Source: an optimization exercise on an open RTL-to-GDS flow (aim: small area). Production flows keep margins and buffers that such runs may drop.
At most, simulation tests tie the RTL to the original design; equivalence was not proved.
Only the layout flow was run in runs 3 and 4; the RTL was not checked for function there.
The clock cells of runs 7 and 8 come from the design's own scripts or RTL, not from TritonCTS.
The flow treats the clock pin as an ideal source. Dropping or thinning the clock tree relies on that and would not hold on a real chip.
Power and IR drop assume default switching activity.

[config.mk]
export PLATFORM = sky130hd
export DESIGN_NAME = sv_uart_engine
export DESIGN_NICKNAME = sv_uart_engine
export VERILOG_FILES = /design/flow/design.v
export SDC_FILE = /design/flow/constraint.sdc
export NUM_CORES = 4
export LEC_CHECK = 0
export CAP_MARGIN = 0
export CORE_MARGIN = 2
export CORE_UTILIZATION = 50
export PLACE_DENSITY = 0.65
export SLEW_MARGIN = 0
[constraint.sdc]
create_clock -name core_clock -period 5.0 [get_ports {iclk}]
set_input_delay 1.0000 -clock core_clock [delete_from_list [all_inputs] [get_ports {iclk}]]
set_output_delay 1.0000 -clock core_clock [all_outputs]
set_load 0.01 [all_outputs]
[design.v]
module sv_uart_rx
(
  input  logic        iclk          ,
  input  logic        irst          ,
  output logic  [7:0] m_axis_tdata  ,
  output logic        m_axis_tvalid ,
  input  logic        m_axis_tready ,
  input  logic [15:0] idivider      ,
  input  logic        irx
);
  logic  [2:0] metastab;
  logic  [4:0] frx;
  logic        true_rx;
  logic        dtrue_rx;
  logic        fall_rx;
  logic        ena;
  logic        eop;
  logic [15:0] ncnt;
  logic  [3:0] cnt_pack;
  logic  [7:0] freg;
  logic        quarter;
  logic [15:0] ncnt_inc;
  logic        clk_ena;
  always_ff @(posedge iclk) begin
    if (irst) begin
      metastab <= '0;
      frx      <= '0;
      true_rx  <= 1'b0;
      dtrue_rx <= 1'b0;
      fall_rx  <= 1'b0;
    end else begin
      metastab <= {metastab[1:0], irx};
      frx      <= {frx[3:0], metastab[2]};
      if (&frx)          true_rx <= 1'b1;
      else if (~|frx)    true_rx <= 1'b0;
      dtrue_rx <= true_rx;
      fall_rx  <= dtrue_rx & ~true_rx;
    end
  end
  assign quarter = (cnt_pack == 4'd0);
  logic [16:0] cy;
  assign cy[0] = ~quarter;
  assign cy[1] = ~quarter & ncnt[0];
  assign cy[2] = quarter | (ncnt[1] & ncnt[0]);
  for (genvar i = 2; i < 16; i++) begin : g_inc
    assign cy[i+1] = cy[i] & ncnt[i];
  end
  assign ncnt_inc = ncnt ^ cy[15:0];
  assign clk_ena  = ena && (&ncnt[15:3]) &&
                    (quarter ? !ncnt[2] : (ncnt[2:0] == 3'b110));
  always_ff @(posedge iclk) begin
    if (irst)          ena <= 1'b0;
    else if (fall_rx)  ena <= 1'b1;
    else if (eop)      ena <= 1'b0;
    if (clk_ena || !ena)  ncnt <= ~idivider;
    else                  ncnt <= ncnt_inc;
    if (!ena)          cnt_pack <= '0;
    else if (clk_ena)  cnt_pack <= cnt_pack + 4'd1;
    eop <= (cnt_pack == 4'd8) && clk_ena;
    if (clk_ena)  freg <= {true_rx, freg[7:1]};
    if (irst)  m_axis_tvalid <= 1'b0;
    else       m_axis_tvalid <= eop && ena && m_axis_tready;
  end
  assign m_axis_tdata = freg;
endmodule
module sv_uart_tx
(
  input  logic        iclk          ,
  input  logic        irst          ,
  input  logic [23:0] s_axis_tdata  ,
  input  logic        s_axis_tvalid ,
  output logic        s_axis_tready ,
  input  logic [15:0] idivider      ,
  output logic        otx
);
  localparam logic [3:0] P_STOP  = 4'd0;    
  localparam logic [3:0] P_IDLE  = 4'd1;    
  localparam logic [3:0] P_PRE0  = 4'd3;    
  localparam logic [3:0] P_PRE1  = 4'd4;    
  localparam logic [3:0] P_WAIT  = 4'd5;    
  localparam logic [3:0] P_SOP   = 4'd6;    
  localparam logic [3:0] P_START = 4'd7;    
  logic  [3:0] phase;
  logic  [1:0] byte_idx;
  logic [15:0] nbaud;
  logic [23:0] dat;      
  logic        timed;
  logic        bit_end;
  logic        dbit;
  logic [16:0] cy;         
  logic [15:0] nbaud_inc;
  assign cy[0] = 1'b1;
  for (genvar i = 0; i < 16; i++) begin : g_inc
    assign cy[i+1] = cy[i] & nbaud[i];
  end
  assign nbaud_inc = nbaud ^ cy[15:0];
  assign s_axis_tready = (phase == P_IDLE);
  assign timed   = (phase == P_STOP) || (phase[3:1] == 3'b011) || phase[3];
  assign bit_end = timed && cy[16];
  assign dbit    = dat[{byte_idx, phase[2:0]}];
  always_ff @(posedge iclk) begin
    if (timed && !bit_end)  nbaud <= nbaud_inc;
    else                    nbaud <= ~idivider;
    if (s_axis_tvalid && s_axis_tready)
      dat <= {s_axis_tdata[7:0], s_axis_tdata[15:8], s_axis_tdata[23:16]};
    if (s_axis_tvalid && s_axis_tready)  byte_idx <= 2'd0;
    else if (phase == P_STOP && bit_end) byte_idx <= byte_idx + 2'd1;
    if (irst)
      phase <= P_IDLE;
    else case (phase)
      P_IDLE  : if (s_axis_tvalid) phase <= P_PRE0;
      P_PRE0  : phase <= P_PRE1;
      P_PRE1  : phase <= P_WAIT;
      P_WAIT  : phase <= P_SOP;
      P_STOP  : if (bit_end) phase <= (byte_idx == 2'd2) ? P_IDLE : P_WAIT;
      default : if (bit_end) phase <= phase + 4'd1;    
    endcase
  end
  assign otx = !(phase == P_START || phase[3]) || (phase[3] && dbit);
endmodule
module sv_uart_engine
#(
  parameter int DATA_WIDTH = 24
)
(
  input  logic                  iclk          ,
  input  logic                  irst          ,
  output logic [DATA_WIDTH-1:0] m_axis_tdata  ,
  output logic                  m_axis_tvalid ,
  input  logic                  m_axis_tready ,
  input  logic [DATA_WIDTH-1:0] s_axis_tdata  ,
  input  logic                  s_axis_tvalid ,
  output logic                  s_axis_tready ,
  input  logic           [15:0] idivider      ,
  output logic                  otx           ,
  input  logic                  irx
);
  logic [7:0] rx_data;
  sv_uart_rx rx__ (
    .iclk          (iclk          ),
    .irst          (irst          ),
    .m_axis_tdata  (rx_data       ),
    .m_axis_tvalid (m_axis_tvalid ),
    .m_axis_tready (m_axis_tready ),
    .idivider      (idivider      ),
    .irx           (irx           )
  );
  assign m_axis_tdata = {{(DATA_WIDTH-8){1'b0}}, rx_data};
  sv_uart_tx tx__ (
    .iclk          (iclk          ),
    .irst          (irst          ),
    .s_axis_tdata  (s_axis_tdata  ),
    .s_axis_tvalid (s_axis_tvalid ),
    .s_axis_tready (s_axis_tready ),
    .idivider      (idivider      ),
    .otx           (otx           )
  );
endmodule
[flow/run.sh]
#!/bin/bash
# Standard ORFS layout, with these changes: every port gets the smallest
# buffer; logic cells start at their smallest drive strength (flow/downsize.tcl,
# before floorplanning; the repair steps size up what needs it); one tie cell
# drives all constant outputs; the clock tree is built from clkbuf_8, and leaves with at most 10 sinks get clkbuf_4 (flow/cts_leaves.tcl),
# without dummy loads. make's output goes to make_flow.log here; ORFS writes
# each step's log under orfs/logs.
set -euo pipefail
here=$(pwd)
export BUFFER_PORTS_ARGS="-buffer_cell sky130_fd_sc_hd__buf_1"
export CTS_ARGS="-sink_clustering_enable -repair_clock_nets -dont_use_dummy_load -buf_list sky130_fd_sc_hd__clkbuf_8"
export PRE_FLOORPLAN_TCL="$here/flow/downsize.tcl"
export SKIP_REPAIR_TIE_FANOUT=1
export POST_CTS_TCL="$here/flow/cts_leaves.tcl"
bash standard.sh > make_flow.log 2>&1
[flow/cts_leaves.tcl]
set db [ord::get_db]
set small [$db findMaster sky130_fd_sc_hd__clkbuf_4]
set n 0
foreach inst [[ord::get_db_block] getInsts] {
  if { [[$inst getMaster] getName] ne "sky130_fd_sc_hd__clkbuf_8" } { continue }
  set out [$inst findITerm X]
  if { $out eq "NULL" } { continue }
  set net [$out getNet]
  if { $net eq "NULL" } { continue }
  set sinks 0
  set leaf 1
  foreach it [$net getITerms] {
    if { [$it isOutputSignal] } { continue }
    incr sinks
    if { [string match "*clkbuf*" [[[$it getInst] getMaster] getName]] } { set leaf 0 }
  }
  if { $leaf && $sinks <= 10 } { $inst swapMaster $small; incr n }
}
puts "cts_leaves: $n leaf clock buffers swapped to clkbuf_4"
detailed_placement
[flow/downsize.tcl]
# Sourced before floorplanning: give every logic cell the smallest drive
# strength of its function. Registers keep their cells. Later repair steps
# size up whatever slew, capacitance or timing needs.
set db [ord::get_db]
set dont_use {}
if { [info exists ::env(DONT_USE_CELLS)] } { set dont_use $::env(DONT_USE_CELLS) }
proc ds_usable { name dont_use } {
  foreach pat $dont_use { if { [string match $pat $name] } { return 0 } }
  return 1
}
set n 0
foreach inst [[ord::get_db_block] getInsts] {
  set m [$inst getMaster]
  set name [$m getName]
  if { ![regexp {^(sky130_fd_sc_hd__[a-z0-9]+)_([0-9]+)$} $name -> base drv] } { continue }
  if { [regexp {__(df|edf|sdf|sedf|dl|conb|tap|fill|decap)} $base] } { continue }
  set best $m
  set best_area [expr { [$m getWidth] * [$m getHeight] }]
  foreach s {0 1 2 3 4 6 8 12 16} {
    set c [$db findMaster ${base}_$s]
    if { $c eq "NULL" || $c eq "" } { continue }
    if { ![ds_usable ${base}_$s $dont_use] } { continue }
    set a [expr { [$c getWidth] * [$c getHeight] }]
    if { $a < $best_area } { set best $c; set best_area $a }
  }
  if { $best ne $m } { $inst swapMaster $best; incr n }
}
puts "downsize: $n cells swapped to a smaller drive strength"
[standard.sh]
#!/bin/bash
# synth_recipe.tcl (not shown) runs the flow's synth.tcl, then flattens the netlist and writes it again
# the make line also repeats each setting of config.mk as NAME=value (left out here)
make -C /OpenROAD-flow-scripts/flow DESIGN_CONFIG=/design/flow/config.mk WORK_HOME=/design/flow/orfs CLKGATE_MAP_FILE= SYNTH_SCRIPT=/design/flow/synth_recipe.tcl "${@:-finish}"
==> results.cfg, run 1 <==
[outcome]
outcome = complete, no violations

[grt]
track_usage_pct = 15.5
grt_pass1_vias = 2244
grt_max_degree = 30
gr-total-overflow = 0
antenna_found_initial = 0
grt_first_pass_wirelength_um = 9940

[route]
drt_iter0_drc = 106
postRouteWirelength_um = 5720
wl_met3_um = 313
vias = 2275
vias_per_cell = 4.93
top_layer_used = met4
route.detailed.drc = 0
wire_per_inst_um = 12.4
drt_first_pass_iters = 4
wl_met1_um = 2800
antenna_left = 0
wl_met2_um = 2500

[critical_path]
worstSetupStartpoint = tx__.nbaud[0]
cp_data_arrival_time_ps = 4430
setup.worst_path.start_class = flip-flop
rrSetupSlack_ps = 810
crit_family = adder cells
crit_type = reg2reg
reg2reg_depth = 19
critPathMaxFanout = 5
cp_slowest_stage_delay_ps = 340
r2r-end = tx__.phase[0]
cpMostUsedCell = ha_1
crit_required_ps = 5240
cpMaxStageDelayCell = or3_1
cp.depth = 19
path_buf_inv = 0
crit_path_end = tx__.phase[0]
end_kind = flip-flop
path_cells = ha_1 > ha_1 > ha_1 > ha_1 > ha_1 > ha_1 > ha_1 > ha_1 > ha_1 > ha_1 > ha_1 > ha_1 > ha_1 > ha_1 > ha_1 > o31ai_1 > a2bb2oi_1 > o311a_1 > or3_1
r2r_start = tx__.nbaud[0]

[sta]
tns_ps = 0
min_period_over_period_pct = 83.8
fmax_ghz = 0.239
skew_ps = 35.0
finalMaxSlewViolations = 0
slew_headroom_pct = 23.2
report.final.hold_viol_count = 0
layout_setup_ws_ps = 810
tightest_slew_ps = 1150
whs_ps = 436
finalCriticalPeriod_ps = 4190
rsz0062_at_grt = no
setup-violations-final = 0

[flow_run]
drv_cap = 0

[final_layout]
drive_above_1_share_pct = 4.42
nets = 444
n_antenna_cell = 0
final_util_pct = 55.9

[power]
p_leak_nw = 1.61
ir_drop_mv = 0.261
power.density_mw_per_mm2 = 401

[placement]
io_buffers = 55
place_ws_ps = 788
place_congestion = 0.738
hpwl_um = 4120

[synth]
netlist_instances = 324
synth_nets = 404
yosysWarningCount = 2

[hold_path]
hold_path_class = reg2reg

[floorplan]
fp.dieH_um = 89.7
die-area_mm2 = 0.00805
die_x_um = 89.7
rows = 31
initial_core_util_pct = 51.2
ios = 72
fp.coreArea_mm2 = 0.00718

[clock_tree]
cts_sinks = 88
clkLatencyLatePin_ps = 360
clk_pin_slew_ps = 90
cts_tree = done
[flip-flops by register name (all words and copies together), names as in the netlist]
| name | count |
|---|---|
| rx__.cnt_pack | 4 |
| rx__.dtrue_rx | 1 |
| rx__.ena | 1 |
| rx__.eop | 1 |
| rx__.fall_rx | 1 |
| rx__.freg | 8 |
| rx__.frx | 5 |
| rx__.m_axis_tvalid | 1 |
| rx__.metastab | 3 |
| rx__.ncnt | 16 |
| rx__.true_rx | 1 |
| tx__.byte_idx | 2 |
| tx__.dat | 24 |
| tx__.nbaud | 16 |
| tx__.phase | 4 |
[layout make-up]
| cell class | instances | area (um^2) |
|---|---|---|
| Clock buffer | 9 | 98.8 |
| Sequential cell | 88 | 2080 |
| Multi-Input combinational cell | 195 | 1440 |
| Timing Repair Buffer | 56 | 214 |
| Tap cell | 99 | 124 |
| Inverter | 14 | 52.6 |
| Fill cell | 648 | 3160 |
[cells in the final DEF (no fill, tap or decap), types with 5 or more instances in the layout]
| cell type | instances |
|---|---|
| dfxtp_1 | 56 |
| buf_1 | 55 |
| ha_1 | 35 |
| nand2_1 | 33 |
| edfxtp_1 | 32 |
| o21ai_0 | 26 |
| mux2i_1 | 14 |
| inv_1 | 14 |
| nor2_1 | 13 |
| nor2b_1 | 12 |
| xnor2_1 | 6 |
| a21oi_1 | 6 |
| clkbuf_8 | 5 |
[how the worst min path moves through the flow]
stage / start / endpoint / depth (start not counted)
after detailed placement: rx__.metastab[0] / rx__.metastab[1] / 1
after global placement: rx__.metastab[1] / rx__.metastab[2] / 1
after floorplan: rx__.true_rx / rx__.fall_rx / 1
after global routing: rx__.freg[6] / rx__.freg[5] / 0
final: rx__.freg[6] / rx__.freg[5] / 0
[layer usage]
| layer | GRT usage, % | vias up |
|---|---|---|
| met5 | 0 | - |
| met4 | 6.54 | 0 |
| met3 | 5.45 | 9 |
| met2 | 23.5 | 48 |
| met1 | 20.3 | 1023 |
| li1 | - | 1195 |
[through the flow]
| step | power (mW) | cells | area, um^2 |
|---|---|---|---|
| after floorplan | 1.21 | 324 | 3670 |
| after global placement | 1.29 | 452 | 3910 |
| after detailed placement | 1.30 | 452 | 3910 |
| after global routing | 1.73 | 461 | 4010 |
| final | 1.61 | 461 | 4010 |
[power by group]
| part | internal, mW | total, mW | switching (mW) |
|---|---|---|---|
| registers | 0.865 | 0.931 | 0.0655 |
| logic | 0.154 | 0.346 | 0.191 |
| clock network | 0.128 | 0.334 | 0.206 |
| total | 1.15 | 1.61 | 0.463 |
==> run 2, diff against run 1 <==
--- a/config.mk
+++ b/config.mk
@@ -5,6 +5,7 @@
 export SDC_FILE = /design/flow/constraint.sdc
 export NUM_CORES = 4
 export LEC_CHECK = 0
+export ABC_AREA = 1
 export CAP_MARGIN = 0
 export CORE_MARGIN = 2
 export CORE_UTILIZATION = 50
==> run 2 against run 1 <==
Net effect:
- still clean on timing, DRC and antenna
- largest power group unchanged
- critical path type unchanged
- utilization decreased by 0.67 points
- cell count is 26% higher
- highest routed layer unchanged
- power grew 6.3%
- clock power barely moved
- critical path depth unchanged
- clock skew fell by 3.3 ps
- setup slack got worse by 200 ps
- wire length up 19%
- global-route usage increased by 2.3 points
==> results.cfg, run 2 <==
[sta]
setup-violations-final = 0
min_period_over_period_pct = 87.8
report.final.hold_viol_count = 0
skew_ps = 31.7
finalCriticalPeriod_ps = 4390
tightest_slew_ps = 903
fmax_ghz = 0.228
rsz0062_at_grt = no
finalMaxSlewViolations = 0
layout_setup_ws_ps = 610
slew_headroom_pct = 39.6
tns_ps = 0

[hold_path]
hold_path_class = reg2reg
whs_path_depth = 2
hold_end = rx__.metastab[2]
hold_start = rx__.metastab[1]

[route]
drt_first_pass_iters = 4
antenna_left = 0
wire_per_inst_um = 11.8
route.detailed.drc = 0
vias = 2823
drt_iter0_drc = 106
vias_per_cell = 4.88
postRouteWirelength_um = 6810

[critical_path]
rrSetupSlack_ps = 610
crit_type = reg2reg
end_kind = flip-flop
crit_required_ps = 5200
setup.worst_path.start_class = flip-flop
cp_data_arrival_time_ps = 4590
worstSetupStartpoint = tx__.nbaud[0]
r2r-end = tx__.nbaud[2]
r2r_start = tx__.nbaud[0]
reg2reg_depth = 19
critPathMaxFanout = 32

[final_layout]
largest_reg_flops = 24
top_register = tx__.dat
reg_top3 = tx__.dat (24), rx__.ncnt (16), tx__.nbaud (16)
final_common_cell = nand2_1
drive_above_1_share_pct = 3.35
nets = 559
layout_common_cells = 97 x nand2_1, 56 x dfxtp_1, 55 x buf_1
n_antenna_cell = 0

[synth]
synth_nets = 522
yosysWarningCount = 2
netlist_instances = 442

[clock_tree]
clkLatencyLatePin_ps = 350
clk_pin_slew_ps = 90
cts_sinks = 88
cts_tree = done

[grt]
grt_pass1_vias = 2774
grt_max_degree = 33
antenna_found_initial = 0
track_usage_pct = 17.8
grt_first_pass_wirelength_um = 12300
gr-total-overflow = 0

[floorplan]
fp.coreArea_mm2 = 0.00761
fp.dieH_um = 92.0
die_x_um = 92.0
ios = 72
rows = 32
die-area_mm2 = 0.00846
initial_core_util_pct = 50.9

[power]
power.density_mw_per_mm2 = 407
ir_drop_mv = 0.173
p_leak_nw = 1.90

[placement]
place_ws_ps = 608
hpwl_um = 4820
io_buffers = 55
place_congestion = 0.792

[flow_run]
drv_cap = 0

[outcome]
outcome = complete, no violations
[run 2: stage by stage]
step | hold WS, ps | util, % | cell area (um^2) | cells | total power [mW]
6_report | 406 | 55.2 | 4200 | 579 | 1.71
3_5_place_dp | 397 | 53.9 | 4100 | 570 | 1.40
5_1_grt | 409 | 55.2 | 4200 | 579 | 1.85
2_1_floorplan | 388 | - | 3870 | 442 | 1.29
3_3_place_gp | 401 | 53.9 | 4100 | 570 | 1.38
[run 2: worst max path at each step]
stage,end,slack [ps],cells past startpoint
2_1_floorplan,tx__.nbaud[11],1250,20
3_3_place_gp,tx__.nbaud[3],770,19
3_5_place_dp,tx__.nbaud[2],610,19
5_1_grt,tx__.nbaud[2],350,19
6_report,tx__.nbaud[2],610,19
[run 2: critical path: stages (launching register included)]
cell     delay, ps
dfxtp_1        330
ha_1           200
ha_1           200
ha_1           200
ha_1           200
ha_1           200
ha_1           200
ha_1           200
ha_1           200
ha_1           200
ha_1           190
ha_1           190
ha_1           190
ha_1           200
ha_1           200
ha_1           220
inv_1           60
nand2_1        500
nor2_1         290
a21oi_1         60
[run 2: cell type report]
| class | count | area, um^2 |
|---|---|---|
| Sequential cell | 88 | 2080 |
| Timing Repair Buffer | 56 | 214 |
| Clock buffer | 9 | 98.8 |
| Fill cell | 710 | 3400 |
| Multi-Input combinational cell | 266 | 1460 |
| Inverter | 58 | 218 |
| Tap cell | 102 | 128 |
[run 2: report_power, final]
group	internal [mW]	total, mW	switching (mW)
sequential	0.880	0.948	0.0682
combinational	0.155	0.432	0.277
clock	0.128	0.332	0.204
[run 2: layer usage]
metal	share of wire, %	track usage, %
met5	0	0
met4	1.5	6.72
met3	3.8	3.12
met1	51	24.3
met2	44	28.4
==> run 3, diff against run 2 <==
--- a/design.v
+++ b/design.v
@@ -21,21 +21,25 @@
   logic        quarter;
   logic [15:0] ncnt_inc;
   logic        clk_ena;
+  logic m0_n, m1, m2_n, f0, f1_n, f2, f3_n, f4;
+  logic true_rx_n;
+  assign metastab = {~m2_n, m1, ~m0_n};
+  assign frx      = {f4, ~f3_n, f2, ~f1_n, f0};
+  assign true_rx  = ~true_rx_n;
   always_ff @(posedge iclk) begin
-    if (irst) begin
-      metastab <= '0;
-      frx      <= '0;
-      true_rx  <= 1'b0;
-      dtrue_rx <= 1'b0;
-      fall_rx  <= 1'b0;
-    end else begin
-      metastab <= {metastab[1:0], irx};
-      frx      <= {frx[3:0], metastab[2]};
-      if (&frx)          true_rx <= 1'b1;
-      else if (~|frx)    true_rx <= 1'b0;
-      dtrue_rx <= true_rx;
-      fall_rx  <= dtrue_rx & ~true_rx;
-    end
+    m0_n <= ~(irx & ~irst);
+    m1   <= ~(m0_n | irst);
+    m2_n <= ~(m1 & ~irst);
+    f0   <= ~(m2_n | irst);
+    f1_n <= ~(f0 & ~irst);
+    f2   <= ~(f1_n | irst);
+    f3_n <= ~(f2 & ~irst);
+    f4   <= ~(f3_n | irst);
+    if (irst)             true_rx_n <= 1'b1;
+    else if (&frx)        true_rx_n <= 1'b0;
+    else if (~|frx)       true_rx_n <= 1'b1;
+    dtrue_rx <= ~(true_rx_n | irst);
+    fall_rx  <= dtrue_rx & true_rx_n & ~irst;
   end
   assign quarter = (cnt_pack == 4'd0);
   logic [16:0] cy;
--- a/config.mk
+++ b/config.mk
@@ -5,9 +5,8 @@
 export SDC_FILE = /design/flow/constraint.sdc
 export NUM_CORES = 4
 export LEC_CHECK = 0
-export ABC_AREA = 1
-export CAP_MARGIN = 0
+export CAP_MARGIN = 20
 export CORE_MARGIN = 2
 export CORE_UTILIZATION = 50
 export PLACE_DENSITY = 0.65
-export SLEW_MARGIN = 0
+export SLEW_MARGIN = 20
==> run 3 against run 2 <==
Net effect:
- still clean
- sequential power barely moved
- global-route usage fell by 0.94 points
- register-to-register slack better by 150 ps
- count of clock-buffer cells in the layout is the same
- worst hold slack worse by 28 ps
- critical path depth is 1 lower
- clock skew grew 0.80 ps
- via count down 12%
==> results.cfg, run 3 <==
[sta]
min_period_over_period_pct = 84.9
rsz0062_at_grt = no
setup-violations-final = 0
fmax_ghz = 0.236
tightest_slew_ps = 1090
finalCriticalPeriod_ps = 4240
slew_headroom_pct = 27.3
report.final.hold_viol_count = 0
finalMaxSlewViolations = 0
tns_ps = 0
skew_ps = 32.5

[final_layout]
nets = 455
n_antenna_cell = 0
multi_input_area_mm2 = 0.00156
top_register = tx__.dat
largest_reg_flops = 24
seq_area_mm2 = 0.00208
drive_above_1_share_pct = 4.56
reg_top3 = tx__.dat (24), rx__.ncnt (16), tx__.nbaud (16)
n_fill_cell = 649
final_common_cell = dfxtp_1
stdcell_count = 472
layout_common_cells = 56 x dfxtp_1, 55 x buf_1, 35 x ha_1

[power]
p_leak_nw = 1.56
clockPowerShare_pct = 19.0
power.switching_mw = 0.512
p_seq_share_pct = 55.8
swShare_pct = 30.2
ir_drop_mv = 0.202
p_int_mw = 1.18
power.density_mw_per_mm2 = 411
pwr-share-comb_pct = 25.1

[route]
drt_first_pass_iters = 4
vias_per_cell = 5.28
antenna_left = 0
route.detailed.drc = 0
wire_per_inst_um = 13.6
vias = 2494
drt_iter0_drc = 111
postRouteWirelength_um = 6440

[critical_path]
setup.worst_path.start_class = flip-flop
crit_required_ps = 5200
reg2reg_depth = 18
critPathMaxFanout = 31
end_kind = flip-flop
crit_type = reg2reg
cp_data_arrival_time_ps = 4440

[synth]
yosysWarningCount = 2
netlist_instances = 340
synth_nets = 420

[grt]
grt_first_pass_wirelength_um = 11200
grt_max_degree = 32
antenna_found_initial = 0
gr-total-overflow = 0
grt_pass1_vias = 2373
track_usage_pct = 16.9

[clock_tree]
clkLatencyLatePin_ps = 340
cts_tree = done
cts_sinks = 88
clk_pin_slew_ps = 100

[floorplan]
initial_core_util_pct = 52.2
ios = 72
fp.coreArea_mm2 = 0.00729
die-area_mm2 = 0.00832
fp.dieH_um = 91.2
rows = 31
die_x_um = 91.2

[placement]
io_buffers = 55
hpwl_um = 4750
placed_cells = 463
place_congestion = 0.880

[outcome]
outcome = complete, no violations

[hold_path]
whs_path_depth = 1
hold_path_class = reg2reg

[flow_run]
drv_cap = 0
==> run 3: changes by cell type in the layout (fill, tap and decap cells not counted), moves of 5 or more <==
cell,delta
nand2_1,-90
inv_1,-40
nand3_1,-36
o211ai_1,+15
mux2i_1,+13
nor2_1,-12
nand2b_1,+8
o21ai_1,+6
inv_2,-5
==> run 3: per-stage QoR <==
stage | power, mW | area [um^2] | hold slack (ps) | utilization [%] | setup slack [ps]
6_report | 1.70 | 4130 | 378 | 56.6 | 756
5_1_grt | 1.82 | 4130 | 392 | 56.6 | 475
3_5_place_dp | 1.39 | 4030 | 366 | 55.2 | 756
3_3_place_gp | 1.39 | 4030 | 369 | 55.2 | 872
2_1_floorplan | 1.29 | 3800 | 356 | - | 1150
==> run 3: final timing paths <==
check / startpoint / end / slack [ps]
setup / recovery: tx__.nbaud[0] / tx__.nbaud[9] / 760
hold / removal: rx__.m0_n / rx__.m1 / 380
setup reg to reg: tx__.nbaud[0] / tx__.nbaud[9] / 760
hold reg to reg: rx__.m0_n / rx__.m1 / 380
==> run 3: metal layers <==
metal	vias to the layer above	share of wire (%)	track usage, %
met5	-	0	0
met4	0	1.5	7.45
met3	8	3.8	2.66
met2	72	41	22.7
met1	1128	54	26.4
li1	1286	-	-
==> run 3: power groups by stage <==
stage	combinational, mW	clock [mW]	sequential, mW
floorplan	0.365	0	0.922
global route	0.487	0.370	0.964
detailed placement	0.424	0	0.966
finish	0.426	0.323	0.947
global placement	0.422	0	0.963
==> run 3: area by class of cell <==
class / instances / area share (%)
flip-flops and latches: 88 / 50.5
multi-input cells: 208 / 37.9
repair buffers: 56 / 5.19
well taps: 99 / 3.00
clock buffers: 9 / 2.40
inverters: 12 / 1.09
==> run 3: critical path: stages, from the launching register on <==
cell,delay (ps)
dfxtp_1,320
ha_1,190
ha_1,200
ha_1,190
ha_1,200
ha_1,190
ha_1,200
ha_1,200
ha_1,200
ha_1,190
ha_1,190
ha_1,210
ha_1,210
ha_1,200
ha_1,190
ha_1,260
o21bai_2,480
nor2_1,230
a21oi_1,60
==> run 4, diff against run 3 <==
--- a/design.v
+++ b/design.v
@@ -21,25 +21,21 @@
   logic        quarter;
   logic [15:0] ncnt_inc;
   logic        clk_ena;
-  logic m0_n, m1, m2_n, f0, f1_n, f2, f3_n, f4;
-  logic true_rx_n;
-  assign metastab = {~m2_n, m1, ~m0_n};
-  assign frx      = {f4, ~f3_n, f2, ~f1_n, f0};
-  assign true_rx  = ~true_rx_n;
   always_ff @(posedge iclk) begin
-    m0_n <= ~(irx & ~irst);
-    m1   <= ~(m0_n | irst);
-    m2_n <= ~(m1 & ~irst);
-    f0   <= ~(m2_n | irst);
-    f1_n <= ~(f0 & ~irst);
-    f2   <= ~(f1_n | irst);
-    f3_n <= ~(f2 & ~irst);
-    f4   <= ~(f3_n | irst);
-    if (irst)             true_rx_n <= 1'b1;
-    else if (&frx)        true_rx_n <= 1'b0;
-    else if (~|frx)       true_rx_n <= 1'b1;
-    dtrue_rx <= ~(true_rx_n | irst);
-    fall_rx  <= dtrue_rx & true_rx_n & ~irst;
+    if (irst) begin
+      metastab <= '0;
+      frx      <= '0;
+      true_rx  <= 1'b0;
+      dtrue_rx <= 1'b0;
+      fall_rx  <= 1'b0;
+    end else begin
+      metastab <= {metastab[1:0], irx};
+      frx      <= {frx[3:0], metastab[2]};
+      if (&frx)          true_rx <= 1'b1;
+      else if (~|frx)    true_rx <= 1'b0;
+      dtrue_rx <= true_rx;
+      fall_rx  <= dtrue_rx & ~true_rx;
+    end
   end
   assign quarter = (cnt_pack == 4'd0);
   logic [16:0] cy;
@@ -77,13 +73,13 @@
   input  logic [15:0] idivider      ,
   output logic        otx
 );
-  localparam logic [3:0] P_STOP  = 4'd0;    
-  localparam logic [3:0] P_IDLE  = 4'd1;    
-  localparam logic [3:0] P_PRE0  = 4'd3;    
-  localparam logic [3:0] P_PRE1  = 4'd4;    
-  localparam logic [3:0] P_WAIT  = 4'd5;    
-  localparam logic [3:0] P_SOP   = 4'd6;    
-  localparam logic [3:0] P_START = 4'd7;    
+  localparam logic [3:0] P_STOP  = 4'd8;     
+  localparam logic [3:0] P_IDLE  = 4'd10;    
+  localparam logic [3:0] P_PRE0  = 4'd11;    
+  localparam logic [3:0] P_PRE1  = 4'd12;    
+  localparam logic [3:0] P_WAIT  = 4'd13;    
+  localparam logic [3:0] P_SOP   = 4'd14;    
+  localparam logic [3:0] P_START = 4'd15;    
   logic  [3:0] phase;
   logic  [1:0] byte_idx;
   logic [15:0] nbaud;
@@ -99,7 +95,7 @@
   end
   assign nbaud_inc = nbaud ^ cy[15:0];
   assign s_axis_tready = (phase == P_IDLE);
-  assign timed   = (phase == P_STOP) || (phase[3:1] == 3'b011) || phase[3];
+  assign timed   = !phase[3] || (phase == P_STOP) || (phase[3:1] == 3'b111);
   assign bit_end = timed && cy[16];
   assign dbit    = dat[{byte_idx, phase[2:0]}];
   always_ff @(posedge iclk) begin
@@ -113,14 +109,12 @@
       phase <= P_IDLE;
     else case (phase)
       P_IDLE  : if (s_axis_tvalid) phase <= P_PRE0;
-      P_PRE0  : phase <= P_PRE1;
-      P_PRE1  : phase <= P_WAIT;
-      P_WAIT  : phase <= P_SOP;
+      P_PRE0, P_PRE1, P_WAIT : phase <= phase + 4'd1;
       P_STOP  : if (bit_end) phase <= (byte_idx == 2'd2) ? P_IDLE : P_WAIT;
       default : if (bit_end) phase <= phase + 4'd1;    
     endcase
   end
-  assign otx = !(phase == P_START || phase[3]) || (phase[3] && dbit);
+  assign otx = phase[3] ? (phase != P_START) : dbit;
 endmodule
 module sv_uart_engine
 #(
--- a/config.mk
+++ b/config.mk
@@ -5,8 +5,8 @@
 export SDC_FILE = /design/flow/constraint.sdc
 export NUM_CORES = 4
 export LEC_CHECK = 0
-export CAP_MARGIN = 20
+export CAP_MARGIN = 0
 export CORE_MARGIN = 2
 export CORE_UTILIZATION = 50
 export PLACE_DENSITY = 0.65
-export SLEW_MARGIN = 20
+export SLEW_MARGIN = 0
==> run 4 against run 3 <==
Net effect:
- register-to-register slack improved by 160 ps
- clock power increased by 5%
- setup slack improved by 160 ps
- count of clock-buffer cells in the layout unchanged
- first-iteration DRC count up 1.8%
- still clean on timing, DRC and antenna
- largest power group unchanged
- combinational power is 14% higher
- clock skew fell by 3.8 ps
- synthesized cell count shrank 0.29%
- maximum frequency increased by 4.0%
- cell count rose by 0.42%
- power rose by 6.9%
==> results.cfg, run 4 <==
[grt]
grt_first_pass_wirelength_um = 11100
grt_max_degree = 31
antenna_found_initial = 0
track_usage_pct = 16.9
grt_pass1_vias = 2373
gr-total-overflow = 0

[floorplan]
rows = 31
die-area_mm2 = 0.00833
fp.dieH_um = 91.3
die_x_um = 91.3
ios = 72
initial_core_util_pct = 51.9
fp.coreArea_mm2 = 0.00733

[power]
pwr-share-comb_pct = 26.8
clockPowerShare_pct = 18.8
p_leak_nw = 1.59
swShare_pct = 31.2
power.density_mw_per_mm2 = 436
ir_drop_mv = 0.193
p_int_mw = 1.25
power.switching_mw = 0.565
p_seq_share_pct = 54.4
power_mw = 1.81

[critical_path]
cpMostUsedCell = ha_1
end_kind = flip-flop
cpMaxStageDelayCell = dfxtp_1
path_cells = ha_1 > ha_1 > ha_1 > ha_1 > ha_1 > ha_1 > ha_1 > ha_1 > ha_1 > ha_1 > ha_1 > ha_1 > ha_1 > ha_1 > ha_1 > inv_1 > a31oi_1 > o21a_1 > a221oi_1
crit_required_ps = 5250
crit_family = adder cells
critPathMaxFanout = 4
path_buf_inv = 1
cp_data_arrival_time_ps = 4330
crit_type = reg2reg
cp.depth = 19
reg2reg_depth = 19
cp_slowest_stage_delay_ps = 330
setup.worst_path.start_class = flip-flop

[final_layout]
final_common_cell = dfxtp_1
largest_reg_flops = 24
stdcell_count = 474
postLayoutCellArea_mm2 = 0.00415
top_register = tx__.dat
final_util_pct = 56.6
reg_top3 = tx__.dat (24), rx__.ncnt (16), tx__.nbaud (16)
layout_common_cells = 56 x dfxtp_1, 55 x buf_1, 36 x ha_1
n_antenna_cell = 0
drive_above_1_share_pct = 4.27
nets = 458
n_fill_cell = 648

[clock_tree]
cts_tree = done
cts_sinks = 88
clk_pin_slew_ps = 100
clkLatencyLatePin_ps = 350

[sta]
finalMaxSlewViolations = 0
min_period_over_period_pct = 81.6
report.final.hold_viol_count = 0
setup-violations-final = 0
whs_ps = 434
skew_ps = 28.7
rsz0062_at_grt = no
slew_headroom_pct = 24.9
finalCriticalPeriod_ps = 4080
fmax_ghz = 0.245
tightest_slew_ps = 1130
tns_ps = 0
layout_setup_ws_ps = 921

[placement]
place_congestion = 0.856
placed_cells = 465
hpwl_um = 4710
io_buffers = 55
place_ws_ps = 927
placed_area_mm2 = 0.00405

[synth]
synth_nets = 420
yosysWarningCount = 2
netlist_instances = 339

[route]
drt_iter0_drc = 113
route.detailed.drc = 0
postRouteWirelength_um = 6510
vias_per_cell = 5.20
wire_per_inst_um = 13.7
vias = 2463
drt_first_pass_iters = 4
antenna_left = 0

[flow_run]
drv_cap = 0

[outcome]
outcome = complete, no violations

[hold_path]
hold_path_class = reg2reg
whs_path_depth = 0
## run 4: final cells by class
cell class	count	area, um^2	area share, %
inverters	16	60.1	1.45
clock buffers	9	105	2.53
well taps	99	124	2.98
flip-flops and latches	88	2080	50.2
multi-input cells	205	1560	37.6
repair buffers	57	221	5.33
## run 4: metal layers
metal / wire length [um] / global-route usage [%] / part of all wire (%) / vias to the layer above
li1: - / - / - / 1292
met1: 3420 / 24.7 / 53 / 1107
met2: 2650 / 23.8 / 41 / 51
met3: 271 / 3.65 / 4.2 / 13
met4: 161 / 7.83 / 2.5 / 0
met5: 0 / 0 / 0 / -
## run 4: power by group through the flow
| stage | registers [mW] | clock network, mW | logic, mW |
|---|---|---|---|
| 6_report | 0.987 | 0.340 | 0.485 |
| 5_1_grt | 1.01 | 0.388 | 0.558 |
| 3_5_place_dp | 1.00 | 0 | 0.488 |
| 3_3_place_gp | 0.998 | 0 | 0.475 |
| 2_1_floorplan | 0.949 | 0 | 0.417 |
## run 4: worst register-to-register path, cell delays in order, from the launching register on
cell and delay [ps]:
dfxtp_1 330, ha_1 200, ha_1 200, ha_1 190
ha_1 200, ha_1 200, ha_1 200, ha_1 190
ha_1 200, ha_1 200, ha_1 190, ha_1 190
ha_1 190, ha_1 200, ha_1 200, ha_1 240
inv_1 90, a31oi_1 70, o21a_1 240, a221oi_1 280
## run 4: worst paths after layout
check	start	to	slack, ps
max	tx__.nbaud[0]	tx__.phase[2]	920
min	rx__.freg[7]	rx__.freg[6]	430
max reg2reg	tx__.nbaud[0]	tx__.phase[2]	920
min reg2reg	rx__.freg[7]	rx__.freg[6]	430
==> run 5, diff against run 4 <==
--- a/design.v
+++ b/design.v
@@ -73,13 +73,13 @@
   input  logic [15:0] idivider      ,
   output logic        otx
 );
-  localparam logic [3:0] P_STOP  = 4'd8;     
-  localparam logic [3:0] P_IDLE  = 4'd10;    
-  localparam logic [3:0] P_PRE0  = 4'd11;    
-  localparam logic [3:0] P_PRE1  = 4'd12;    
-  localparam logic [3:0] P_WAIT  = 4'd13;    
-  localparam logic [3:0] P_SOP   = 4'd14;    
-  localparam logic [3:0] P_START = 4'd15;    
+  localparam logic [3:0] P_STOP  = 4'd0;    
+  localparam logic [3:0] P_IDLE  = 4'd1;    
+  localparam logic [3:0] P_PRE0  = 4'd3;    
+  localparam logic [3:0] P_PRE1  = 4'd4;    
+  localparam logic [3:0] P_WAIT  = 4'd5;    
+  localparam logic [3:0] P_SOP   = 4'd6;    
+  localparam logic [3:0] P_START = 4'd7;    
   logic  [3:0] phase;
   logic  [1:0] byte_idx;
   logic [15:0] nbaud;
@@ -95,7 +95,7 @@
   end
   assign nbaud_inc = nbaud ^ cy[15:0];
   assign s_axis_tready = (phase == P_IDLE);
-  assign timed   = !phase[3] || (phase == P_STOP) || (phase[3:1] == 3'b111);
+  assign timed   = (phase == P_STOP) || (phase[3:1] == 3'b011) || phase[3];
   assign bit_end = timed && cy[16];
   assign dbit    = dat[{byte_idx, phase[2:0]}];
   always_ff @(posedge iclk) begin
@@ -109,12 +109,14 @@
       phase <= P_IDLE;
     else case (phase)
       P_IDLE  : if (s_axis_tvalid) phase <= P_PRE0;
-      P_PRE0, P_PRE1, P_WAIT : phase <= phase + 4'd1;
+      P_PRE0  : phase <= P_PRE1;
+      P_PRE1  : phase <= P_WAIT;
+      P_WAIT  : phase <= P_SOP;
       P_STOP  : if (bit_end) phase <= (byte_idx == 2'd2) ? P_IDLE : P_WAIT;
       default : if (bit_end) phase <= phase + 4'd1;    
     endcase
   end
-  assign otx = phase[3] ? (phase != P_START) : dbit;
+  assign otx = !(phase == P_START || phase[3]) || (phase[3] && dbit);
 endmodule
 module sv_uart_engine
 #(
==> flow/run.sh (replaced) <==
#!/bin/bash
# Standard ORFS layout, with these changes: every port gets the smallest
# buffer; logic cells start at their smallest drive strength (flow/downsize.tcl,
# before floorplanning; the repair steps size up what needs it); one tie cell
# drives all constant outputs; the clock tree is built from small buffers
# without dummy loads. make's output goes to make_flow.log here; ORFS writes
# each step's log under orfs/logs.
set -euo pipefail
here=$(pwd)
export BUFFER_PORTS_ARGS="-buffer_cell sky130_fd_sc_hd__buf_1"
export CTS_ARGS="-sink_clustering_enable -repair_clock_nets -dont_use_dummy_load -buf_list sky130_fd_sc_hd__clkbuf_8 -sink_clustering_size 25 -sink_clustering_max_diameter 100"
export PRE_FLOORPLAN_TCL="$here/flow/downsize.tcl"
export SKIP_REPAIR_TIE_FANOUT=1
bash standard.sh > make_flow.log 2>&1
--- a/config.mk
+++ b/config.mk
@@ -5,8 +5,8 @@
 export SDC_FILE = /design/flow/constraint.sdc
 export NUM_CORES = 4
 export LEC_CHECK = 0
-export CAP_MARGIN = 0
+export CAP_MARGIN = 20
 export CORE_MARGIN = 2
 export CORE_UTILIZATION = 50
 export PLACE_DENSITY = 0.65
-export SLEW_MARGIN = 0
+export SLEW_MARGIN = 20
removed: flow/cts_leaves.tcl
==> run 5 against run 4 <==
Net effect:
- global-route usage fell by 1.4 points
- non-clock buffer count fell by 1
- clock skew fell by 4.4 ps
- critical path type unchanged
- highest routed layer unchanged
==> results.cfg, run 5 <==
[floorplan]
die_x_um = 89.7
fp.coreArea_mm2 = 0.00718
die-area_mm2 = 0.00805
fp.dieH_um = 89.7
rows = 31
initial_core_util_pct = 51.2
ios = 72

[route]
vias = 2295
route.detailed.drc = 0
postRouteWirelength_um = 5790
vias_per_cell = 4.98
antenna_left = 0
drt_first_pass_iters = 4
drt_iter0_drc = 113
wire_per_inst_um = 12.6

[clock_tree]
clk_pin_slew_ps = 80
ctsResizeCount = 0
clkLatencyLatePin_ps = 360
cts_hold_buf = 0
cts_tree = done
cts_htree_levels = 3
cts_sinks = 88
clockBufferDepth = 2
cts_root_buffer = clkbuf_8
cts_buffers = 9
post_cts_buffers = 0

[final_layout]
top_register = tx__.dat
layout_common_cells = 56 x dfxtp_1, 55 x buf_1, 35 x ha_1
largest_reg_flops = 24
stdcell_count = 461
nets = 444
final_util_pct = 56.4
drive_above_1_share_pct = 4.70
postLayoutCellArea_mm2 = 0.00405
final_common_cell = dfxtp_1
n_antenna_cell = 0
reg_top3 = tx__.dat (24), rx__.ncnt (16), tx__.nbaud (16)

[placement]
placed_area_mm2 = 0.00391
place_ws_ps = 788
placed_cells = 452
hpwl_um = 4120
io_buffers = 55
place_congestion = 0.738

[power]
ir_drop_mv = 0.263
p_int_mw = 1.18
power_mw = 1.65
swShare_pct = 28.6
power.density_mw_per_mm2 = 409
p_seq_share_pct = 56.3
power.switching_mw = 0.473
p_leak_nw = 1.62
clockPowerShare_pct = 22.7
pwr-share-comb_pct = 21.0

[critical_path]
cp_data_arrival_time_ps = 4440
setup.worst_path.start_class = flip-flop
crit_type = reg2reg
crit_required_ps = 5220
end_kind = flip-flop
critPathMaxFanout = 5

[sta]
finalMaxSlewViolations = 0
min_period_over_period_pct = 84.5
rsz0062_at_grt = no
tns_ps = 0
skew_ps = 24.3
tightest_slew_ps = 944
finalCriticalPeriod_ps = 4230
fmax_ghz = 0.237
setup-violations-final = 0
whs_ps = 435
layout_setup_ws_ps = 774
slew_headroom_pct = 36.5
report.final.hold_viol_count = 0

[grt]
grt_pass1_vias = 2241
grt_max_degree = 30
gr-total-overflow = 0
track_usage_pct = 15.5
antenna_found_initial = 0
grt_first_pass_wirelength_um = 9940

[synth]
netlist_instances = 324
synth_nets = 404
yosysWarningCount = 2

[hold_path]
hold_path_class = reg2reg

[flow_run]
drv_cap = 0

[outcome]
outcome = complete, no violations
-- run 5: cell count changes in the layout (fill, tap and decap cells not counted), moves of 3 or more --
| cell | previous run | this run |
|---|---|---|
| clkbuf_8 | 6 | 9 |
| clkbuf_4 | 3 | 0 |
| a31oi_1 | 4 | 1 |
| xnor2_1 | 3 | 6 |
| a22oi_1 | 3 | 0 |
| nand2_1 | 20 | 33 |
| or4_1 | 4 | 1 |
| o211ai_1 | 13 | 2 |
| mux2i_1 | 17 | 14 |
-- run 5: worst paths after layout --
kind               startpoint          endpoint  slack, ps  depth (start not counted)
max             tx__.nbaud[0]     tx__.phase[0]        770                         19
min          rx__.metastab[1]  rx__.metastab[2]        430                          1
max reg2reg     tx__.nbaud[0]     tx__.phase[0]        770                         19
min reg2reg  rx__.metastab[1]  rx__.metastab[2]        430                          1
-- run 5: layout make-up --
cell class	count	area, um^2
Inverter	14	52.6
Sequential cell	88	2080
Fill cell	644	3130
Clock buffer	9	124
Timing Repair Buffer	56	214
Tap cell	99	124
Multi-Input combinational cell	195	1450
-- run 5: critical path, cell delays in order, from the launching register on --
cell,delay (ps)
dfxtp_1,330
ha_1,200
ha_1,200
ha_1,200
ha_1,200
ha_1,200
ha_1,200
ha_1,190
ha_1,200
ha_1,200
ha_1,210
ha_1,200
ha_1,200
ha_1,200
ha_1,200
ha_1,240
o31ai_1,80
a2bb2oi_1,170
o311a_1,140
or3_1,340
-- run 5: power by group through the flow --
| stage | clock network [mW] | registers (mW) | logic, mW |
|---|---|---|---|
| 3_5_place_dp | 0 | 0.949 | 0.352 |
| 2_1_floorplan | 0 | 0.909 | 0.300 |
| 6_report | 0.375 | 0.932 | 0.348 |
| 3_3_place_gp | 0 | 0.948 | 0.343 |
| 4_1_cts | 0.388 | 0.933 | 0.352 |
| 5_1_grt | 0.420 | 0.945 | 0.404 |
-- run 5: layer usage --
| layer | wire length (um) | GRT usage [%] | vias up |
|---|---|---|---|
| li1 | - | - | 1195 |
| met5 | 0 | 0 | - |
| met2 | 2520 | 23.4 | 49 |
| met4 | 105 | 6.54 | 0 |
| met1 | 2860 | 20.4 | 1042 |
| met3 | 305 | 5.45 | 9 |
==> run 6, diff against run 5 <==
==> flow/run.sh (replaced) <==
#!/bin/bash
# The standard ORFS layout with these changes:
# - synthesis is synth_recipe.tcl unchanged except that ABC maps with
#   flow/abc_area.script (an area-oriented mapping) instead of ORFS's speed
#   script; registers are mapped before ABC, so they are the same as the
#   standard synthesis's;
# - logic cells start at their smallest drive strength (flow/downsize.tcl,
#   before floorplanning); the repair steps size up whatever needs it;
# - every port gets the smallest buffer, buf_1;
# - one tie cell drives all constant outputs;
# - the clock tree is built from clkbuf_8 without dummy loads, and leaves
#   with at most 10 sinks then get clkbuf_4 (flow/cts_leaves.tcl).
# make's output goes to make_synth.log and make_flow.log here; ORFS writes
# each step's log under orfs/logs.
set -euo pipefail
here=$(pwd)
{
  printf 'proc abc {args} {\n'
  printf '  set i [lsearch $args -script]\n'
  printf '  if {$i >= 0} { lset args [expr {$i + 1}] {%s} }\n' "$here/flow/abc_area.script"
  printf '  yosys abc {*}$args\n'
  printf '}\n'
  cat synth_recipe.tcl
} > area_synth.tcl
sed "s|SYNTH_SCRIPT=[^ ]*|SYNTH_SCRIPT=$here/area_synth.tcl|" standard.sh > area_standard.sh
grep -q "SYNTH_SCRIPT=$here/area_synth.tcl" area_standard.sh

export BUFFER_PORTS_ARGS="-buffer_cell sky130_fd_sc_hd__buf_1"
export CTS_ARGS="-sink_clustering_enable -repair_clock_nets -dont_use_dummy_load -buf_list sky130_fd_sc_hd__clkbuf_8"
export PRE_FLOORPLAN_TCL="$here/flow/downsize.tcl"
export POST_CTS_TCL="$here/flow/cts_leaves.tcl"
export SKIP_REPAIR_TIE_FANOUT=1

bash area_standard.sh synth > make_synth.log 2>&1
bash standard.sh > make_flow.log 2>&1
==> flow/abc_area.script (new file) <==
strash
dch
amap
topo
==> flow/cts_leaves.tcl (new file) <==
set db [ord::get_db]
set small [$db findMaster sky130_fd_sc_hd__clkbuf_4]
set n 0
foreach inst [[ord::get_db_block] getInsts] {
  if { [[$inst getMaster] getName] ne "sky130_fd_sc_hd__clkbuf_8" } { continue }
  set out [$inst findITerm X]
  if { $out eq "NULL" } { continue }
  set net [$out getNet]
  if { $net eq "NULL" } { continue }
  set sinks 0
  set leaf 1
  foreach it [$net getITerms] {
    if { [$it isOutputSignal] } { continue }
    incr sinks
    if { [string match "*clkbuf*" [[[$it getInst] getMaster] getName]] } { set leaf 0 }
  }
  if { $leaf && $sinks <= 10 } { $inst swapMaster $small; incr n }
}
puts "cts_leaves: $n leaf clock buffers swapped to clkbuf_4"
detailed_placement
--- a/config.mk
+++ b/config.mk
@@ -5,8 +5,8 @@
 export SDC_FILE = /design/flow/constraint.sdc
 export NUM_CORES = 4
 export LEC_CHECK = 0
-export CAP_MARGIN = 20
+export CAP_MARGIN = 0
 export CORE_MARGIN = 2
 export CORE_UTILIZATION = 50
 export PLACE_DENSITY = 0.65
-export SLEW_MARGIN = 20
+export SLEW_MARGIN = 0
==> run 6 against run 5 <==
Net effect:
- design area is 3.1% lower
- combinational power up 14%
- critical path depth grew 1
- sequential cell count unchanged
- critical path type unchanged
- critical endpoint is now tx__.phase[3]
- largest cell class unchanged
- highest routed layer unchanged
==> results.cfg, run 6 <==
[sta]
finalMaxSlewViolations = 0
skew_ps = 24.0
slew_headroom_pct = 49.6
min_period_over_period_pct = 89.6
report.final.hold_viol_count = 0
rsz0062_at_grt = no
setup-violations-final = 0
tns_ps = 0
finalCriticalPeriod_ps = 4480
fmax_ghz = 0.223
tightest_slew_ps = 748

[critical_path]
cp_data_arrival_time_ps = 4690
cp_slowest_stage_delay_ps = 400
crit_type = reg2reg
crit_required_ps = 5210
cpMostUsedCell = ha_1
path_cells = ha_1 > ha_1 > ha_1 > ha_1 > ha_1 > ha_1 > ha_1 > ha_1 > ha_1 > ha_1 > ha_1 > ha_1 > ha_1 > ha_1 > ha_1 > nand2b_1 > o21ai_0 > o21ai_0 > nor4_1 > a2111oi_0
cpMaxStageDelayCell = a2111oi_0
setup.worst_path.start_class = flip-flop
end_kind = flip-flop
critPathMaxFanout = 8

[grt]
grt_first_pass_wirelength_um = 9580
grt_pass1_vias = 2185
antenna_found_initial = 0
grt_max_degree = 32
gr-total-overflow = 0
track_usage_pct = 16.2

[final_layout]
top_register = tx__.dat
final_common_cell = dfxtp_1
stdcell_count = 472
multi_input_area_mm2 = 0.00130
final_util_pct = 57.4
layout_common_cells = 56 x dfxtp_1, 55 x buf_1, 38 x o21ai_0
drive_above_1_share_pct = 3.46
n_fill_cell = 610
reg_top3 = tx__.dat (24), rx__.ncnt (16), tx__.nbaud (16)
largest_reg_flops = 24
n_antenna_cell = 0
seq_area_mm2 = 0.00208
nets = 458

[route]
postRouteWirelength_um = 5660
antenna_left = 0
drt_first_pass_iters = 4
drt_iter0_drc = 79
vias_per_cell = 5.05
wire_per_inst_um = 12.0
route.detailed.drc = 0
vias = 2382

[synth]
netlist_instances = 325
synth_nets = 405
yosysWarningCount = 2

[hold_path]
hold_path_class = reg2reg

[placement]
place_congestion = 0.950
hpwl_um = 4150
io_buffers = 55
placed_cells = 463

[power]
ir_drop_mv = 0.206
p_leak_nw = 1.46
power.density_mw_per_mm2 = 424

[floorplan]
ios = 72
initial_core_util_pct = 51.7
die-area_mm2 = 0.00775
fp.dieH_um = 88.0
rows = 30
die_x_um = 88.0
fp.coreArea_mm2 = 0.00683

[clock_tree]
clk_pin_slew_ps = 100
cts_tree = done
clkLatencyLatePin_ps = 340
cts_sinks = 88

[flow_run]
drv_cap = 0

[outcome]
outcome = complete, no violations
[run 6: layout make-up]
| type | count | share of cell area (%) |
|---|---|---|
| sequential | 88 | 53.1 |
| timing repair buffer | 58 | 5.84 |
| inverter | 24 | 2.30 |
| tap | 96 | 3.06 |
| multi-input combinational | 197 | 33.2 |
| clock buffer | 9 | 2.52 |
[run 6: critical path: cells and delay by family, from the launching register on]
family	cells	cell delay, ps
AOI/OAI and AO/OA	3	790
adders and majority gates	15	2970
and+or+nand+nor	2	250
DFF	1	330
[run 6: path summary, 6_finish.rpt]
path                                     from       endpoint  slack (ps)  cells past startpoint
worst max-delay path            tx__.nbaud[0]  tx__.phase[3]         520                     20
worst min-delay path              rx__.frx[1]    rx__.frx[2]         440                      2
worst max register to register  tx__.nbaud[0]  tx__.phase[3]         520                     20
worst min register to register    rx__.frx[1]    rx__.frx[2]         440                      2
[run 6: per-layer routing]
layer / routed length, um / GRT usage (%) / vias to the layer above
met1: 2770 / 21.0 / 1050
met4: 119 / 7.85 / 0
li1: - / - / 1257
met2: 2540 / 25.6 / 62
met3: 236 / 3.68 / 13
met5: 0 / 0 / -
[run 6: where the power goes]
group          switching (mW)  total [mW]  internal, mW  leakage, nW
logic                   0.248       0.397         0.149        0.644
clock network           0.198       0.326         0.128       0.0544
registers              0.0628       0.939         0.876        0.762
total                   0.509        1.66          1.15         1.46
[run 6: through the flow]
stage                     area [um^2]  hold WS [ps]  total power, mW  setup slack [ps]
after floorplan                  3530           401             1.24               677
after global placement           3820           425             1.35               698
after detailed placement         3820           423             1.36               576
after global routing             3920           456             1.78               240
final                            3920           435             1.66               518
==> run 7, diff against run 6 <==
--- a/flow/run.sh
+++ b/flow/run.sh
@@ -8,8 +8,9 @@
 #   before floorplanning); the repair steps size up whatever needs it;
 # - every port gets the smallest buffer, buf_1;
 # - one tie cell drives all constant outputs;
-# - the clock tree is built from clkbuf_8 without dummy loads, and leaves
-#   with at most 10 sinks then get clkbuf_4 (flow/cts_leaves.tcl).
+# - instead of a clock tree, four clkbuf_8, each driving a quarter of the
+#   registers grouped by position, hang directly off the clock port
+#   (flow/clock_buffer.tcl, before CTS).
 # make's output goes to make_synth.log and make_flow.log here; ORFS writes
 # each step's log under orfs/logs.
 set -euo pipefail
@@ -26,9 +27,9 @@
 grep -q "SYNTH_SCRIPT=$here/area_synth.tcl" area_standard.sh
 
 export BUFFER_PORTS_ARGS="-buffer_cell sky130_fd_sc_hd__buf_1"
-export CTS_ARGS="-sink_clustering_enable -repair_clock_nets -dont_use_dummy_load -buf_list sky130_fd_sc_hd__clkbuf_8"
+
 export PRE_FLOORPLAN_TCL="$here/flow/downsize.tcl"
-export POST_CTS_TCL="$here/flow/cts_leaves.tcl"
+export PRE_CTS_TCL="$here/flow/clock_buffer.tcl"
 export SKIP_REPAIR_TIE_FANOUT=1
 
 bash area_standard.sh synth > make_synth.log 2>&1
==> flow/abc_area.script (replaced) <==
strash
dch
amap
strash
dch
amap
topo
==> flow/clock_buffer.tcl (new file) <==
# Sourced before CTS, in place of the tree: the register clock pins are split
# into four groups by position (halves by x, then each half by y), and one
# clock buffer at each group's centre drives its group. The clock port drives
# only these four buffers. clock_tree_synthesis then has nothing to build.
set block [ord::get_db_block]
set db [ord::get_db]
set clknet [$block findNet iclk]
set master [$db findMaster sky130_fd_sc_hd__clkbuf_8]
set sinks {}
foreach it [$clknet getITerms] {
  if { ![$it isInputSignal] } { continue }
  set bb [[$it getInst] getBBox]
  lappend sinks [list $it [expr { ([$bb xMin] + [$bb xMax]) / 2 }] [expr { ([$bb yMin] + [$bb yMax]) / 2 }]]
}
proc halves { items key } {
  set s [lsort -integer -index $key $items]
  set h [expr { [llength $s] / 2 }]
  return [list [lrange $s 0 [expr { $h - 1 }]] [lrange $s $h end]]
}
set groups {}
foreach half [halves $sinks 1] {
  foreach q [halves $half 2] { lappend groups $q }
}
set g 0
foreach grp $groups {
  set buf [odb::dbInst_create $block $master clkbuf_leaf_${g}_iclk]
  set net [odb::dbNet_create $block clknet_leaf_${g}_iclk]
  $net setSigType CLOCK
  set sx 0; set sy 0
  foreach s $grp {
    lassign $s it x y
    set sx [expr { $sx + $x }]; set sy [expr { $sy + $y }]
    $it disconnect
    $it connect $net
  }
  [$buf findITerm A] connect $clknet
  [$buf findITerm X] connect $net
  set n [llength $grp]
  $buf setLocation [expr { $sx / $n }] [expr { $sy / $n }]
  $buf setPlacementStatus PLACED
  puts "clock_buffer: clkbuf_leaf_${g}_iclk drives $n clock pins"
  incr g
}
proc clock_tree_synthesis { args } { puts "clock_tree_synthesis skipped: the clock is buffered already" }
--- a/config.mk
+++ b/config.mk
@@ -7,6 +7,6 @@
 export LEC_CHECK = 0
 export CAP_MARGIN = 0
 export CORE_MARGIN = 2
-export CORE_UTILIZATION = 50
-export PLACE_DENSITY = 0.65
+export CORE_UTILIZATION = 65
+export PLACE_DENSITY = 0.75
 export SLEW_MARGIN = 0
removed: flow/cts_leaves.tcl
==> run 7 against run 6 <==
Net effect:
- worst hold slack got worse by 0.79 ps
- first-iteration DRC count increased by 62%
- clock skew decreased by 13 ps
- synthesized cell count decreased by 1.5%
- power decreased by 4.7%
- setup slack got worse by 6.8 ps
- cell count decreased by 7.6%
- sequential cell count unchanged
- maximum frequency decreased by 0.15%
- critical path type unchanged
==> results.cfg, run 7 <==
[outcome]
outcome = complete, no violations

[route]
vias_per_cell = 5.50
antenna_left = 0
drt_iter0_drc = 128
wl_met3_um = 333
drt_first_pass_iters = 4
top_layer_used = met4
vias = 2396
wl_met2_um = 2640
wl_met1_um = 2790
route.detailed.drc = 0
postRouteWirelength_um = 5820
wire_per_inst_um = 13.3

[floorplan]
ios = 72
fp.coreArea_mm2 = 0.00517
die-area_mm2 = 0.00600
die_x_um = 77.5
initial_core_util_pct = 67.9
fp.dieH_um = 77.5
rows = 26

[grt]
grt_max_degree = 33
grt_pass1_vias = 2142
antenna_found_initial = 0
grt_first_pass_wirelength_um = 9790
track_usage_pct = 19.7
gr-total-overflow = 0

[flow_run]
drv_cap = 0

[critical_path]
critPathMaxFanout = 8
path_cells = ha_1 > ha_1 > ha_1 > ha_1 > ha_1 > ha_1 > ha_1 > ha_1 > ha_1 > ha_1 > ha_1 > ha_1 > ha_1 > ha_1 > ha_1 > nand2b_1 > o21ai_0 > o21ai_0 > nor4_1 > a2111oi_0
cp_slowest_stage_delay_ps = 450
crit_type = reg2reg
crit_family = adder cells
end_kind = flip-flop
setup.worst_path.start_class = flip-flop
cpMostUsedCell = ha_1
cp_data_arrival_time_ps = 4540
crit_required_ps = 5060
cpMaxStageDelayCell = a2111oi_0
path_buf_inv = 0

[power]
ir_drop_mv = 0.262
p_leak_nw = 1.44
power_mw = 1.58
power.density_mw_per_mm2 = 413

[sta]
skew_ps = 11.4
slew_headroom_pct = 20.9
rsz0062_at_grt = no
min_period_over_period_pct = 89.8
tns_ps = 0
tightest_slew_ps = 1180
whs_ps = 434
report.final.hold_viol_count = 0
fmax_ghz = 0.223
finalMaxSlewViolations = 0
finalCriticalPeriod_ps = 4490
setup-violations-final = 0

[final_layout]
top_register = tx__.dat
drive_above_1_share_pct = 2.46
postLayoutCellArea_mm2 = 0.00383
layout_common_cells = 56 x dfxtp_1, 55 x buf_1, 41 x nor2_1
n_antenna_cell = 0
largest_reg_flops = 24
final_common_cell = dfxtp_1
reg_top3 = tx__.dat (24), rx__.ncnt (16), tx__.nbaud (16)
nets = 448

[clock_tree]
cts_hold_buf = 0
post_cts_buffers = 0
clkLatencyLatePin_ps = 170
ctsResizeCount = 0
clk_pin_slew_ps = 120

[placement]
placed_area_mm2 = 0.00377
io_buffers = 55
place_congestion = 0.882
hpwl_um = 4360

[synth]
synth_nets = 400
yosysWarningCount = 2
netlist_instances = 320

[hold_path]
hold_path_class = reg2reg
[run 7: final timing paths]
kind                        end  slack [ps]          start  cells past startpoint
setup reg to reg  tx__.phase[3]         510  tx__.nbaud[0]                     20
hold / removal      rx__.frx[2]         430    rx__.frx[1]                      2
hold reg to reg     rx__.frx[2]         430    rx__.frx[1]                      2
setup / recovery  tx__.phase[3]         510  tx__.nbaud[0]                     20
[run 7: metrics by stage]
| step | util (%) | worst slack [ps] | std cells |
|---|---|---|---|
| floorplan | - | 677 | 320 |
| global placement | 73.0 | 722 | 432 |
| detailed placement | 73.0 | 497 | 432 |
| CTS | 74.0 | 482 | 436 |
| global route | 74.0 | 180 | 436 |
| finish | 74.0 | 511 | 436 |
[run 7: metal layers]
metal	global-route usage [%]	up-vias
met3	1.86	4
met1	30.1	1089
met4	1.61	0
li1	-	1245
met2	32.0	58
met5	0	-
[run 7: power by group]
group	internal (mW)	switching [mW]
clock	0.0751	0.159
combinational	0.160	0.263
sequential	0.877	0.0500
[run 7: worst reg2reg max path, delay by kind of cell (launching register included)]
kind	cells	cell delay, ps
fa+ha+maj	15	3010
flops	1	340
compound gates	3	830
simple gates	2	220
[run 7: layout make-up]
| type | count | area [um^2] |
|---|---|---|
| plain buffers | 4 | 55.1 |
| fillers | 360 | 1340 |
| inverters | 15 | 56.3 |
| multi-input cells | 201 | 1320 |
| flip-flops and latches | 88 | 2080 |
| well taps | 70 | 87.6 |
| repair buffers | 58 | 229 |
==> run 8, diff against run 7 <==
--- a/config.mk
+++ b/config.mk
@@ -7,6 +7,6 @@
 export LEC_CHECK = 0
 export CAP_MARGIN = 0
 export CORE_MARGIN = 2
-export CORE_UTILIZATION = 65
-export PLACE_DENSITY = 0.75
+export CORE_UTILIZATION = 75
+export PLACE_DENSITY = 0.85
 export SLEW_MARGIN = 0
==> run 8 against run 7 <==
Net effect:
- still clean on timing, DRC and antenna
- via count grew 5.1%
- register-to-register slack lost 70 ps
- critical path depth is the same
- sequential power grew 2.3%
- utilization grew 11 points
==> results.cfg, run 8 <==
[outcome]
outcome = complete, no violations

[route]
vias = 2519
postRouteWirelength_um = 6940
antenna_left = 0
wire_per_inst_um = 16.6
vias_per_cell = 6.04
drt_iter0_drc = 152
route.detailed.drc = 0
drt_first_pass_iters = 4

[clock_tree]
clkLatencyLatePin_ps = 180
ctsResizeCount = 0
clk_pin_slew_ps = 120
post_cts_buffers = 0
cts_hold_buf = 0

[floorplan]
die_x_um = 72.4
fp.coreArea_mm2 = 0.00444
die-area_mm2 = 0.00524
initial_core_util_pct = 79.0
ios = 72
fp.dieH_um = 72.4
rows = 24

[placement]
placed_area_mm2 = 0.00374
io_buffers = 55
hpwl_um = 5120
place_ws_ps = 465
place_congestion = 0.794

[synth]
yosysWarningCount = 2
synth_nets = 400
netlist_instances = 320

[sta]
layout_setup_ws_ps = 439
finalMaxSlewViolations = 0
finalCriticalPeriod_ps = 4560
slew_headroom_pct = 17.8
whs_ps = 459
tns_ps = 0
rsz0062_at_grt = no
report.final.hold_viol_count = 0
tightest_slew_ps = 1230
skew_ps = 9.01
min_period_over_period_pct = 91.2
setup-violations-final = 0
fmax_ghz = 0.219

[final_layout]
postLayoutCellArea_mm2 = 0.00380
final_common_cell = dfxtp_1
drive_above_1_share_pct = 2.19
nets = 447
largest_reg_flops = 24
reg_top3 = tx__.dat (24), rx__.ncnt (16), tx__.nbaud (16)
n_antenna_cell = 0
n_fill_cell = 252
layout_common_cells = 56 x dfxtp_1, 55 x buf_1, 41 x nor2_1
top_register = tx__.dat

[grt]
met3_usage_pct = 2.50
grt_pass1_vias = 2501
antenna_found_initial = 0
track_usage_pct = 26.7
gr-total-overflow = 0
gr-max-usage-layer = met2
grt_first_pass_wirelength_um = 11000
grt_max_degree = 33
grt_use_met2_pct = 51.4
globalRouteMet1Util_pct = 31.7

[power]
p_leak_nw = 1.44
ir_drop_mv = 0.287
power_mw = 1.62
power.density_mw_per_mm2 = 425

[critical_path]
setup.worst_path.start_class = flip-flop
crit_type = reg2reg
cp_data_arrival_time_ps = 4630
critPathMaxFanout = 8
end_kind = flip-flop
crit_required_ps = 5070

[flow_run]
drv_cap = 0

[hold_path]
hold_path_class = reg2reg
-- run 8: cell types whose count changed in the layout (fill, tap and decap cells not counted), sizes merged --
cell,previous run,this run
buf,58,57
-- run 8: path summary, 6_finish.rpt --
kind | from | to | slack (ps) | cells after the start
worst min register to register | rx__.frx[1] | rx__.frx[2] | 460 | 2
worst max-delay path | tx__.nbaud[0] | tx__.phase[3] | 440 | 20
worst max register to register | tx__.nbaud[0] | tx__.phase[3] | 440 | 20
worst min-delay path | rx__.frx[1] | rx__.frx[2] | 460 | 2
-- run 8: final cells by class --
type	count	area (um^2)	share of cell area, %
multi-input cells	201	1320	34.7
plain buffers	4	55.1	1.45
well taps	52	65.1	1.71
flip-flops and latches	88	2080	54.8
inverters	15	56.3	1.48
repair buffers	57	221	5.83
-- run 8: worst max-delay path: stages, from the launching register on --
cell and delay (ps):
dfxtp_1 340, ha_1 200, ha_1 200, ha_1 190, ha_1 200, ha_1 220
ha_1 210, ha_1 210, ha_1 210, ha_1 220, ha_1 210, ha_1 210
ha_1 200, ha_1 200, ha_1 190, ha_1 220, nand2b_1 110, o21ai_0 80
o21ai_0 300, nor4_1 120, a2111oi_0 420
-- run 8: per-layer routing --
metal | vias up | share of wire, % | wire [um]
li1 | 1236 | - | -
met2 | 98 | 52 | 3580
met5 | - | 0 | 0
met1 | 1171 | 40 | 2780
met4 | 0 | 2.5 | 174
met3 | 14 | 5.7 | 398
-- run 8: power by group --
part	leakage [nW]	switching (mW)	internal (mW)	total [mW]
logic	0.650	0.269	0.159	0.428
clock network	0.0288	0.165	0.0753	0.240
registers	0.760	0.0702	0.878	0.948
total	1.44	0.504	1.11	1.62
-- run 8: per-stage QoR --
step | cells | utilization (%)
floorplan | 320 | -
finish | 417 | 85.5
global placement | 413 | 84.3
global route | 417 | 85.5
detailed placement | 413 | 84.3
CTS | 417 | 85.5

==> re-timing with driven ports <==
Ports are ideal in the flow. The routed layouts listed here were re-timed in OpenROAD.
Step 1 sets driving cells, clkbuf_16 on the clock port and buf_2 on the other inputs (assumed; they add their load-dependent delay and slew).
Step 2 also shifts input and output timing later by t, the mid clock arrival at the registers, as if the neighbouring blocks saw the same clock.
Slacks: ideal ports / drivers / drivers and shift; pairs: ideal ports / drivers.
run | shift t [ns] | slack for setup (ns) | worst slew at a driven data input, ns
run 1 | 0.371 | 0.810 / 0.810 / 0.810 | 0.04
run 2 | 0.364 | 0.610 / 0.610 / 0.610 | 0.03
run 3 | 0.358 | 0.756 / 0.756 / 0.756 | 0.04
run 4 | 0.376 | 0.921 / 0.921 / 0.921 | 0.06
run 5 | 0.374 | 0.774 / 0.774 / 0.774 | 0.04
run 6 | 0.361 | 0.518 / 0.518 / 0.518 | 0.05
run 7 | 0.227 | 0.511 / 0.511 / 0.511 | 0.04
run 8 | 0.229 | 0.439 / 0.440 / 0.440 | 0.04
After both steps every run listed still meets setup and hold.
